Background: an optimization exercise with open tools, aiming at small area, a short achievable clock period and few clock cycles. Do not read the settings as production practice.
Where RTL was checked, it was by simulation tests only, not by an equivalence proof against the original.
Power is estimated from default activity; no workload was simulated.

## lane 3
## projeto
module projeto(
    input ck,
    input inicio,
    input rst,
    input [15:0] X,
    input [15:0] A,
    input [15:0] B,
    input [15:0] C,
    output pronto,
    output overflow,
    output [15:0] resultado
);
export LEC_CHECK = 0
export CAP_MARGIN = 20
export CORE_MARGIN = 2
export CORE_UTILIZATION = 60
export CTS_BUF_LIST = sky130_fd_sc_hd__clkbuf_4 sky130_fd_sc_hd__clkbuf_8
export SETUP_SLACK_MARGIN = 4.0
export SLEW_MARGIN = 20
create_clock -name core_clock -period 9.5 [get_ports {ck}]
standard.sh (not shown) runs the stock make flow with config.mk's settings and CLKGATE_MAP_FILE= SYNTH_SCRIPT=/design/flow/synth_recipe.tcl, a recipe that flattens the netlist after the stock synthesis.
==> flow/flow/run.sh <==
#!/bin/bash
# The standard layout (standard.sh) with these changes:
#  - the multiply-add tree, module mac, is laid out from flow/mac_cells.v, the
#    same circuit as mac in rtl/ula.v built from cells by hand (both are
#    generated by gen/mkhand.py), so that its partial products are single
#    NAND gates feeding full-adder cells of inverted polarity;
#  - port buffers use the smallest buffer, but for the X ports (buf_4).
# Registers and their names are those of the standard synthesis.
set -euo pipefail
export BUFFER_PORTS_ARGS="-buffer_cell sky130_fd_sc_hd__buf_1"
# ... except the X ports, whose buffers drive many gates (flow/xbuf.tcl)
export POST_GLOBAL_PLACE_TCL="$PWD/flow/xbuf.tcl"
# design.v with module mac replaced by the cell-level one
awk '/^module mac\(/ {skip = 1} !skip {print} skip && /^endmodule/ {skip = 0}' design.v > design_cells.v
grep -q '^module mac(' design_cells.v && { echo "module mac still in design_cells.v"; exit 1; }
cat flow/mac_cells.v >> design_cells.v
sed "s#CLKGATE_MAP_FILE= #CLKGATE_MAP_FILE= VERILOG_FILES=$PWD/design_cells.v #" standard.sh > standard_cells.sh
grep -q "VERILOG_FILES=$PWD/design_cells.v" standard_cells.sh
bash standard_cells.sh > standard.log 2>&1
Other scripts of this flow, unchanged in this note and not shown: flow/flow/mac_cells.v, flow/flow/xbuf.tcl
Testbench counts of lane 3, summed over its fixed seeds: cycles 4,523.
What lane 5 does differently from lane 3 at the input level:
Settings: ABC_AREA: unset -> 1.
--- a/flow/flow/run.sh
+++ b/flow/flow/run.sh
@@ -6,0 +7 @@
+#  - synthesis skips Yosys's early "abc -fast" (SYNTH_ARGS=-noabc);
@@ -9,0 +11 @@
+export SYNTH_ARGS="-noabc"
[summary]
- Going from lane 3 to lane 5, least setup slack across all paths after layout grows by 0.045 ns.
- Detailed route, lane 5 vs lane 3: via total higher for lane 5
- Lane 5: number of core rows 1 above lane 3
- [compare] base=lane 3 new=lane 5: count of plain and timing-repair buffers went up by 5, areal power density over the cells went down by about 4.4%, final cycle utilization of the critical path went down by 0.47 points, slew at the pin closest to its max-slew limit went down by 0.61 ns.
- Looking only at net count of the mapped netlist, and setting everything else aside, the lower value of lane 5 and lane 3 goes to lane 3.
- The sequential fraction of total cell area reported for lane 5 is smaller than that of lane 3 by 0.52 points.

========
projeto, a different RTL version from the one above (not shown whole).
Size: about 27 flip-flops, about 4600 um2 of cells after synthesis.
export LEC_CHECK = 0
export CAP_MARGIN = 20
export CORE_MARGIN = 2
export CORE_UTILIZATION = 60
export CTS_BUF_LIST = sky130_fd_sc_hd__clkbuf_4 sky130_fd_sc_hd__clkbuf_8
export SETUP_SLACK_MARGIN = 4.2
export SLEW_MARGIN = 20
create_clock -name core_clock -period 9.5 [get_ports {ck}]
==> flow/flow/run.sh <==
#!/bin/bash
# The standard layout (standard.sh) with these changes:
#  - the multiply-add tree, module mac, is laid out from flow/mac_cells.v, the
#    same circuit as mac in rtl/ula.v built from cells by hand (both are
#    generated by gen/mkhand.py), so that its partial products are single
#    NAND gates feeding full-adder cells of inverted polarity;
#  - synthesis skips Yosys's early "abc -fast" (SYNTH_ARGS=-noabc);
#  - port buffers use the smallest buffer, but for the X ports (buf_4).
# Registers and their names are those of the standard synthesis.
set -euo pipefail
export SYNTH_ARGS="-noabc"
export BUFFER_PORTS_ARGS="-buffer_cell sky130_fd_sc_hd__buf_1"
# ... except the X ports, whose buffers drive many gates (flow/xbuf.tcl)
export POST_GLOBAL_PLACE_TCL="$PWD/flow/xbuf.tcl"
# design.v with module mac replaced by the cell-level one
awk '/^module mac\(/ {skip = 1} !skip {print} skip && /^endmodule/ {skip = 0}' design.v > design_cells.v
grep -q '^module mac(' design_cells.v && { echo "module mac still in design_cells.v"; exit 1; }
cat flow/mac_cells.v >> design_cells.v
sed "s#CLKGATE_MAP_FILE= #CLKGATE_MAP_FILE= VERILOG_FILES=$PWD/design_cells.v #" standard.sh > standard_cells.sh
grep -q "VERILOG_FILES=$PWD/design_cells.v" standard_cells.sh
bash standard_cells.sh > standard.log 2>&1
Other scripts of this flow, unchanged in this note and not shown: flow/flow/mac_cells.v, flow/flow/xbuf.tcl
The baseline went through all stages and came out clean.
Change:
Settings changed: SETUP_SLACK_MARGIN 4.2 to 4.0.
=> Final area fell by 3.8%; register-to-register slack is worse by 0.10 ns; combinational power shrinks by about 3%; setup slack is worse by 0.15 ns; power shrinks by 2.5%; utilization falls by 2.6 points.
Function was not checked in any run of this note: the RTL went through the layout flow alone.

========
Another version of the RTL of projeto (not shown whole).
Size: about 440 cells after synthesis, roughly 26 flip-flops, ~85 I/O pins.
// projeto
module projeto(
    input ck,
    input inicio,
    input rst,
    input [15:0] X,
    input [15:0] A,
    input [15:0] B,
    input [15:0] C,
    output pronto,
    output overflow,
    output [15:0] resultado
);
==> flow/config.mk <==
export PLATFORM = sky130hd
export DESIGN_NAME = projeto
export DESIGN_NICKNAME = projeto
export VERILOG_FILES = /design/flow/design.v
export SDC_FILE = /design/flow/constraint.sdc
export NUM_CORES = 4
export LEC_CHECK = 0
export CAP_MARGIN = 20
export CORE_MARGIN = 2
export CORE_UTILIZATION = 60
export CTS_BUF_LIST = sky130_fd_sc_hd__clkbuf_4 sky130_fd_sc_hd__clkbuf_8
export SETUP_SLACK_MARGIN = 4.0
export SLEW_MARGIN = 20
==> flow/constraint.sdc <==
create_clock -name core_clock -period 9.5 [get_ports {ck}]
set_input_delay 1.9000 -clock core_clock [delete_from_list [all_inputs] [get_ports {ck}]]
set_output_delay 1.9000 -clock core_clock [all_outputs]
set_load 0.01 [all_outputs]
==> flow/flow/run.sh <==
#!/bin/bash
# The standard layout (standard.sh) with these changes:
#  - the multiply-add tree, module mac, is laid out from flow/mac_cells.v, the
#    same circuit as mac in rtl/ula.v built from cells by hand (both are
#    generated by gen/mkhand.py), so that its partial products are single
#    NAND gates feeding full-adder cells of inverted polarity;
#  - synthesis skips Yosys's early "abc -fast" (SYNTH_ARGS=-noabc);
#  - port buffers use the smallest buffer.
# Registers and their names are those of the standard synthesis.
set -euo pipefail
export SYNTH_ARGS="-noabc"
export BUFFER_PORTS_ARGS="-buffer_cell sky130_fd_sc_hd__buf_1"
# design.v with module mac replaced by the cell-level one
awk '/^module mac\(/ {skip = 1} !skip {print} skip && /^endmodule/ {skip = 0}' design.v > design_cells.v
grep -q '^module mac(' design_cells.v && { echo "module mac still in design_cells.v"; exit 1; }
cat flow/mac_cells.v >> design_cells.v
sed "s#CLKGATE_MAP_FILE= #CLKGATE_MAP_FILE= VERILOG_FILES=$PWD/design_cells.v #" standard.sh > standard_cells.sh
grep -q "VERILOG_FILES=$PWD/design_cells.v" standard_cells.sh
bash standard_cells.sh > standard.log 2>&1
Other scripts of this flow, unchanged in this note and not shown: flow/flow/mac_cells.v
The baseline ran to the end with no violations.
Testbench counts at the start, summed over its fixed seeds: cycles 4,800.
Edit:
--- a/flow/flow/run.sh
+++ b/flow/flow/run.sh
@@ -6,9 +6,11 @@
 #    NAND gates feeding full-adder cells of inverted polarity;
 #  - synthesis skips Yosys's early "abc -fast" (SYNTH_ARGS=-noabc);
-#  - port buffers use the smallest buffer.
+#  - port buffers use the smallest buffer, but for the X ports (buf_4).
 # Registers and their names are those of the standard synthesis.
 set -euo pipefail
 export SYNTH_ARGS="-noabc"
 export BUFFER_PORTS_ARGS="-buffer_cell sky130_fd_sc_hd__buf_1"
+# ... except the X ports, whose buffers drive many gates (flow/xbuf.tcl)
+export POST_GLOBAL_PLACE_TCL="$PWD/flow/xbuf.tcl"
 # design.v with module mac replaced by the cell-level one
 awk '/^module mac\(/ {skip = 1} !skip {print} skip && /^endmodule/ {skip = 0}' design.v > design_cells.v
==> flow/flow/xbuf.tcl (new file) <==
set db [ord::get_db]
set block [ord::get_db_block]
set big [$db findMaster sky130_fd_sc_hd__buf_4]
foreach bterm [$block getBTerms] {
  if { ![string match {X\[*} [$bterm getName]] } { continue }
  set net [$bterm getNet]
  foreach iterm [$net getITerms] {
    set inst [$iterm getInst]
    if { [string match sky130_fd_sc_hd__buf_* [[$inst getMaster] getName]] } {
      $inst swapMaster $big
      puts "xbuf: [$inst getName] of [$bterm getName] -> sky130_fd_sc_hd__buf_4"
    }
  }
}
Cell count decreases by 0.33%.
Fmax increases by 0.58%.
Sequential share of layout area stays flat.
Power hardly moves.
Synthesized area stays the same.
Setup slack gets better by 0.031 ns.
Edit:
--- a/flow/flow/run.sh
+++ b/flow/flow/run.sh
@@ -6,11 +6,9 @@
 #    NAND gates feeding full-adder cells of inverted polarity;
 #  - synthesis skips Yosys's early "abc -fast" (SYNTH_ARGS=-noabc);
-#  - port buffers use the smallest buffer, but for the X ports (buf_4).
+#  - port buffers use the smallest buffer.
 # Registers and their names are those of the standard synthesis.
 set -euo pipefail
 export SYNTH_ARGS="-noabc"
 export BUFFER_PORTS_ARGS="-buffer_cell sky130_fd_sc_hd__buf_1"
-# ... except the X ports, whose buffers drive many gates (flow/xbuf.tcl)
-export POST_GLOBAL_PLACE_TCL="$PWD/flow/xbuf.tcl"
 # design.v with module mac replaced by the cell-level one
 awk '/^module mac\(/ {skip = 1} !skip {print} skip && /^endmodule/ {skip = 0}' design.v > design_cells.v
Settings changed: SETUP_SLACK_MARGIN 4.0 to 3.8.
removed: flow/flow/xbuf.tcl
Setup slack degrades by 0.23 ns.
Clock-buffer cell count stays the same.
Routed wire length hardly moves.
Edit:
Settings changed: SETUP_SLACK_MARGIN 3.8 to 4.3.
Setup slack gets better by 0.34 ns.
Via count came out higher by about 7%.
Synthesized cell count does not change.
Design area came out higher by 9.8%.
Register-to-register slack gains 0.22 ns.
Utilization is higher by 6.6 points.

========
Another version of the RTL of projeto (not shown whole).
Size in the first run: about 34 flip-flops, ~85 I/O pins, about 5000 sq um of cells after synthesis.
Settings: LEC_CHECK=0, CAP_MARGIN=20, CORE_MARGIN=2, CORE_UTILIZATION=60, CTS_BUF_LIST=sky130_fd_sc_hd__clkbuf_4 sky130_fd_sc_hd__clkbuf_8, SETUP_SLACK_MARGIN=4.0, SLEW_MARGIN=20; clock period 9.5 ns.
==> flow/flow/run.sh <==
#!/bin/bash
# The standard layout (standard.sh) with these changes:
#  - the multiply-add tree, module mac, is laid out from flow/mac_cells.v, the
#    same circuit as mac in rtl/ula.v built from cells by hand (both are
#    generated by gen/mkhand.py), so that its partial products are single
#    NAND gates feeding full-adder cells of inverted polarity;
#  - synthesis skips Yosys's early "abc -fast" (SYNTH_ARGS=-noabc), and its
#    extract_fa looks for full adders only (flow/synth_fa.tcl), leaving the
#    carry-propagate adder to abc;
#  - port buffers use the smallest buffer, but for the X ports (buf_4).
# Registers and their names are those of the standard synthesis.
set -euo pipefail
export SYNTH_ARGS="-noabc"
export BUFFER_PORTS_ARGS="-buffer_cell sky130_fd_sc_hd__buf_1"
# ... except the X ports, whose buffers drive many gates (flow/xbuf.tcl)
export POST_GLOBAL_PLACE_TCL="$PWD/flow/xbuf.tcl"
# design.v with module mac replaced by the cell-level one
awk '/^module mac\(/ {skip = 1} !skip {print} skip && /^endmodule/ {skip = 0}' design.v > design_cells.v
grep -q '^module mac(' design_cells.v && { echo "module mac still in design_cells.v"; exit 1; }
cat flow/mac_cells.v >> design_cells.v
sed "s#CLKGATE_MAP_FILE= #CLKGATE_MAP_FILE= VERILOG_FILES=$PWD/design_cells.v #; s#SYNTH_SCRIPT=[^ ]*#SYNTH_SCRIPT=$PWD/flow/synth_fa.tcl#" standard.sh > standard_cells.sh
grep -q "VERILOG_FILES=$PWD/design_cells.v" standard_cells.sh
grep -q "SYNTH_SCRIPT=$PWD/flow/synth_fa.tcl" standard_cells.sh
bash standard_cells.sh > standard.log 2>&1
==> flow/flow/synth_fa.tcl <==
proc synth {args} { yosys synth -nofsm -noshare {*}$args }
proc extract_fa {args} { yosys extract_fa -fa }
source $::env(SCRIPTS_DIR)/synth.tcl
# left out here: clear keep_hierarchy, flatten, clean up, hide names made inside functions, write 1_2_yosys.v
Other scripts of this flow, unchanged in this note and not shown: flow/flow/mac_cells.v, flow/flow/xbuf.tcl
Testbench counts at the start, summed over its fixed seeds: cycles 4,800.
Next try:
--- a/flow/flow/run.sh
+++ b/flow/flow/run.sh
@@ -7,3 +7 @@
-#  - synthesis skips Yosys's early "abc -fast" (SYNTH_ARGS=-noabc), and its
-#    extract_fa looks for full adders only (flow/synth_fa.tcl), leaving the
-#    carry-propagate adder to abc;
+#  - synthesis skips Yosys's early "abc -fast" (SYNTH_ARGS=-noabc);
@@ -21 +19 @@
-sed "s#CLKGATE_MAP_FILE= #CLKGATE_MAP_FILE= VERILOG_FILES=$PWD/design_cells.v #; s#SYNTH_SCRIPT=[^ ]*#SYNTH_SCRIPT=$PWD/flow/synth_fa.tcl#" standard.sh > standard_cells.sh
+sed "s#CLKGATE_MAP_FILE= #CLKGATE_MAP_FILE= VERILOG_FILES=$PWD/design_cells.v #" standard.sh > standard_cells.sh
@@ -23 +20,0 @@
-grep -q "SYNTH_SCRIPT=$PWD/flow/synth_fa.tcl" standard_cells.sh
Settings changed: SETUP_SLACK_MARGIN 4.0 to 4.85.
removed: flow/flow/synth_fa.tcl
What happened:
- design area grows by 1.7%
- total power went up by 1.3%
- sequential cell count stays the same
- global-route usage shrinks by 1.7 points
- area after synthesis drops by 2.9%
- clock-buffer cell count rises by 1
- first-iteration DRC count goes up by 42%
- via count shrinks by 5.4%
- critical path depth drops by 5

========
run A:
projeto, a different RTL version from the one above (not shown whole).
For scale: ~29 flip-flops, roughly 85 I/O pins, ~5300 sq um of cells after synthesis.
## projeto
module projeto(
    input ck,
    input inicio,
    input rst,
    input [15:0] X,
    input [15:0] A,
    input [15:0] B,
    input [15:0] C,
    output pronto,
    output overflow,
    output [15:0] resultado
);
==> flow/config.mk <==
export PLATFORM = sky130hd
export DESIGN_NAME = projeto
export DESIGN_NICKNAME = projeto
export VERILOG_FILES = /design/flow/design.v
export SDC_FILE = /design/flow/constraint.sdc
export NUM_CORES = 4
export LEC_CHECK = 0
export CAP_MARGIN = 20
export CORE_MARGIN = 2
export CORE_UTILIZATION = 40
export SLEW_MARGIN = 20
==> flow/constraint.sdc <==
create_clock -name core_clock -period 9.5 [get_ports {ck}]
set_input_delay 1.9000 -clock core_clock [delete_from_list [all_inputs] [get_ports {ck}]]
set_output_delay 1.9000 -clock core_clock [all_outputs]
set_load 0.01 [all_outputs]
==> flow/flow/run.sh <==
#!/bin/bash
# The standard layout (standard.sh) with three changes:
#  - synthesis skips Yosys's early "abc -fast" (SYNTH_ARGS=-noabc), so the
#    explicit full-adder tree of the RTL maps straight onto full-adder cells;
#  - extract_fa looks for full adders only (flow/synth_fa.tcl), so the
#    carry-propagate adder is left to abc instead of chains of half adders;
#  - port buffers use the smallest buffer.
# Registers and their names are the same as in the standard synthesis.
set -euo pipefail
export SYNTH_ARGS="-noabc"
export BUFFER_PORTS_ARGS="-buffer_cell sky130_fd_sc_hd__buf_1"
sed "s#SYNTH_SCRIPT=[^ ]*#SYNTH_SCRIPT=$PWD/flow/synth_fa.tcl#" standard.sh > standard_fa.sh
grep -q "SYNTH_SCRIPT=$PWD/flow/synth_fa.tcl" standard_fa.sh
bash standard_fa.sh > standard.log 2>&1
==> flow/flow/synth_fa.tcl <==
proc synth {args} { yosys synth -nofsm -noshare {*}$args }
proc extract_fa {args} { yosys extract_fa -fa }
source $::env(SCRIPTS_DIR)/synth.tcl
# left out here: clear keep_hierarchy, flatten, clean up, hide names made inside functions, write 1_2_yosys.v
Testbench counts of run A, summed over its fixed seeds: cycles 4,800.
Inputs modified between run A and run B:
# run A
export LEC_CHECK = 0
export CAP_MARGIN = 20
export CORE_MARGIN = 2
export CORE_UTILIZATION = 40
export SLEW_MARGIN = 20
create_clock -name core_clock -period 9.5 [get_ports {ck}]
# run B
export LEC_CHECK = 0
export CAP_MARGIN = 20
export CORE_MARGIN = 2
export CORE_UTILIZATION = 60
export CTS_BUF_LIST = sky130_fd_sc_hd__clkbuf_4
export SETUP_SLACK_MARGIN = 4.0
export SLEW_MARGIN = 20
create_clock -name core_clock -period 9.5 [get_ports {ck}]
==> flow/flow/run.sh <==
#!/bin/bash
# Standard ORFS layout with two changes: Yosys's early "abc -fast" is skipped so the
# explicit adder tree in the RTL maps straight onto full-adder cells, and port buffers
# use the smallest buffer.
set -euo pipefail
export SYNTH_ARGS="-noabc"
export BUFFER_PORTS_ARGS="-buffer_cell sky130_fd_sc_hd__buf_1"
bash standard.sh > standard.log 2>&1
removed: flow/flow/synth_fa.tcl
Results
The final layout from run B, which completed every stage, passed the timing, design-rule and antenna checks at the end of the flow. Run A: all stages complete, timing, DRC and antenna checks passed. Max number of clock buffers in the layout across run B and run A: run A. [compare] base=run A new=run B: worst setup timing slack at the placement stage grew by 0.14 ns; sequential power shrank by about 7%. Against run A, run B reports a final setup slack of the worst path that is higher. The highest attainable clock frequency of run B is higher than that of run A. Any difference in fraction of area in registers between run B and run A is small enough to ignore.
> inputs changed (run B -> run C)
# run B
export LEC_CHECK = 0
export CAP_MARGIN = 20
export CORE_MARGIN = 2
export CORE_UTILIZATION = 60
export CTS_BUF_LIST = sky130_fd_sc_hd__clkbuf_4
export SETUP_SLACK_MARGIN = 4.0
export SLEW_MARGIN = 20
create_clock -name core_clock -period 9.5 [get_ports {ck}]
# run C
export LEC_CHECK = 0
export CAP_MARGIN = 0
export CORE_MARGIN = 2
export CORE_UTILIZATION = 40
export SETUP_SLACK_MARGIN = 3.8
export SLEW_MARGIN = 0
create_clock -name core_clock -period 9.5 [get_ports {ck}]
Notes after the runs:
Compared with run B, run C shows a higher sequential power.
Relative to run B, the final-stage net count of run C is lower by about 1.3%.
From run B to run C the numbers moved as follows: number of instances in the synthesized netlist held steady, global-route wire length before repair grew by about 5%.
Here is what was changed in the inputs of run D compared with run C.
# run C
export LEC_CHECK = 0
export CAP_MARGIN = 0
export CORE_MARGIN = 2
export CORE_UTILIZATION = 40
export SETUP_SLACK_MARGIN = 3.8
export SLEW_MARGIN = 0
create_clock -name core_clock -period 9.5 [get_ports {ck}]
# run D
export LEC_CHECK = 0
export CAP_MARGIN = 20
export CORE_MARGIN = 2
export CORE_UTILIZATION = 40
export SETUP_SLACK_MARGIN = 4.2
export SLEW_MARGIN = 20
create_clock -name core_clock -period 9.5 [get_ports {ck}]
## What came out
Looking only at final clock period utilization by the worst path, and setting everything else aside, the higher value of run D and run C goes to run C.
Compared to run C, run D has synthesis-to-finish area growth 7.9 points higher.
Summary — number of global-route vias before repair, run D relative to run C: higher, by 309.
In run D, the final net count came out 17 above the value in run C.
Taking run C as the reference, in run D overall track demand over capacity in global routing has increased, register-to-register slack has increased, met1 layer usage reported by global route has remained practically unchanged.
Taking run C as the reference, in run D sequential power saw little to no change, maximum single-stage delay on the critical path shows an increase of 0.05 ns, worst ir drop on vdd lower, clock share of power went down.
Relative to run D, the following input files were edited for run E:
# run D
export LEC_CHECK = 0
export CAP_MARGIN = 20
export CORE_MARGIN = 2
export CORE_UTILIZATION = 40
export SETUP_SLACK_MARGIN = 4.2
export SLEW_MARGIN = 20
create_clock -name core_clock -period 9.5 [get_ports {ck}]
# run E
export LEC_CHECK = 0
export CAP_MARGIN = 20
export CORE_MARGIN = 2
export CORE_UTILIZATION = 60
export SETUP_SLACK_MARGIN = 3.8
export SLEW_MARGIN = 20
create_clock -name core_clock -period 9.5 [get_ports {ck}]
[summary]
From run D to run E, number of clock buffers in the layout did not move at all.
The higher number of rows in the core area of run D and run E is in run D.
On via count, run D loses to run E.
Largest stage delay on the critical path: run E vs run D down 0.04 ns
Delta (run E minus run D): overall power -about 11%, clock period minus worst slack went up, area added between synthesis and finish down 11 points, total length of routed met3 wires went up about 43%.
Summary of run E over run D: total wire length after detailed routing shrank by 8.0%; largest fanout of any net on the critical path rose 4; fmax -about 2%.

[what the ideal ports hide]
Ports are ideal in the flow. The routed layouts listed here were re-timed in OpenROAD. Step 1: set_driving_cell puts a clkbuf_16 on ck and a buf_2 on each other input, an assumption about the parent block. Step 2 adds t to the input delays and takes it off the output delays; t is the mean of the earliest and latest rising clock arrival at the registers after step 1. Input paths then give back, and output paths get back, about the clock's delay inside the block. Slacks: no drivers / after step 1 / after step 2; pairs: no drivers / after step 1.
run	shift t [ns]	slack for setup (ns)	hold slack, ns	slew at the worst register clock pin (ns)	pins driven straight from the clock port
lane 3	0.308	3.920 / 3.920 / 3.611	0.685 / 0.685 / 0.685	0.11 / 0.11	1
lane 5	0.300	3.964 / 3.943 / 3.643	0.554 / 0.554 / 0.554	0.10 / 0.10	1
the first run of note 2	0.305	4.222 / 4.228 / 3.923	0.719 / 0.719 / 0.719	0.10 / 0.10	1
the second run of note 2	0.309	4.076 / 4.082 / 3.772	0.748 / 0.748 / 0.748	0.10 / 0.10	1
the first run of note 3	0.307	4.086 / 4.080 / 3.772	0.631 / 0.631 / 0.631	0.10 / 0.10	1
the second run of note 3	0.302	4.117 / 4.127 / 3.825	0.636 / 0.636 / 0.636	0.10 / 0.10	1
the third run of note 3	0.308	3.882 / 3.890 / 3.582	0.630 / 0.630 / 0.630	0.10 / 0.10	1
the fourth run of note 3	0.307	4.225 / 4.226 / 3.919	0.653 / 0.653 / 0.653	0.11 / 0.11	1
the first run of note 4	0.308	4.205 / 4.205 / 4.180	0.617 / 0.617 / 0.617	0.07 / 0.07	1
the second run of note 4	0.317	4.891 / 4.900 / 4.584	0.698 / 0.698 / 0.698	0.08 / 0.08	1
run A	0.318	3.329 / 3.340 / 3.023	0.535 / 0.535 / 0.535	0.05 / 0.05	1
run B	0.346	4.029 / 4.007 / 3.661	0.601 / 0.601 / 0.601	0.11 / 0.11	1
run C	0.314	3.887 / 3.901 / 3.587	0.566 / 0.566 / 0.566	0.05 / 0.05	1
run D	0.312	4.013 / 4.012 / 3.699	0.580 / 0.580 / 0.580	0.06 / 0.06	1
run E	0.315	3.904 / 3.902 / 3.587	0.595 / 0.595 / 0.595	0.07 / 0.07	1
After both steps setup and hold are still met in every run listed. The setup slack of run B, which loses most, moves by -0.022 ns with the drivers and by -0.368 ns with both steps.
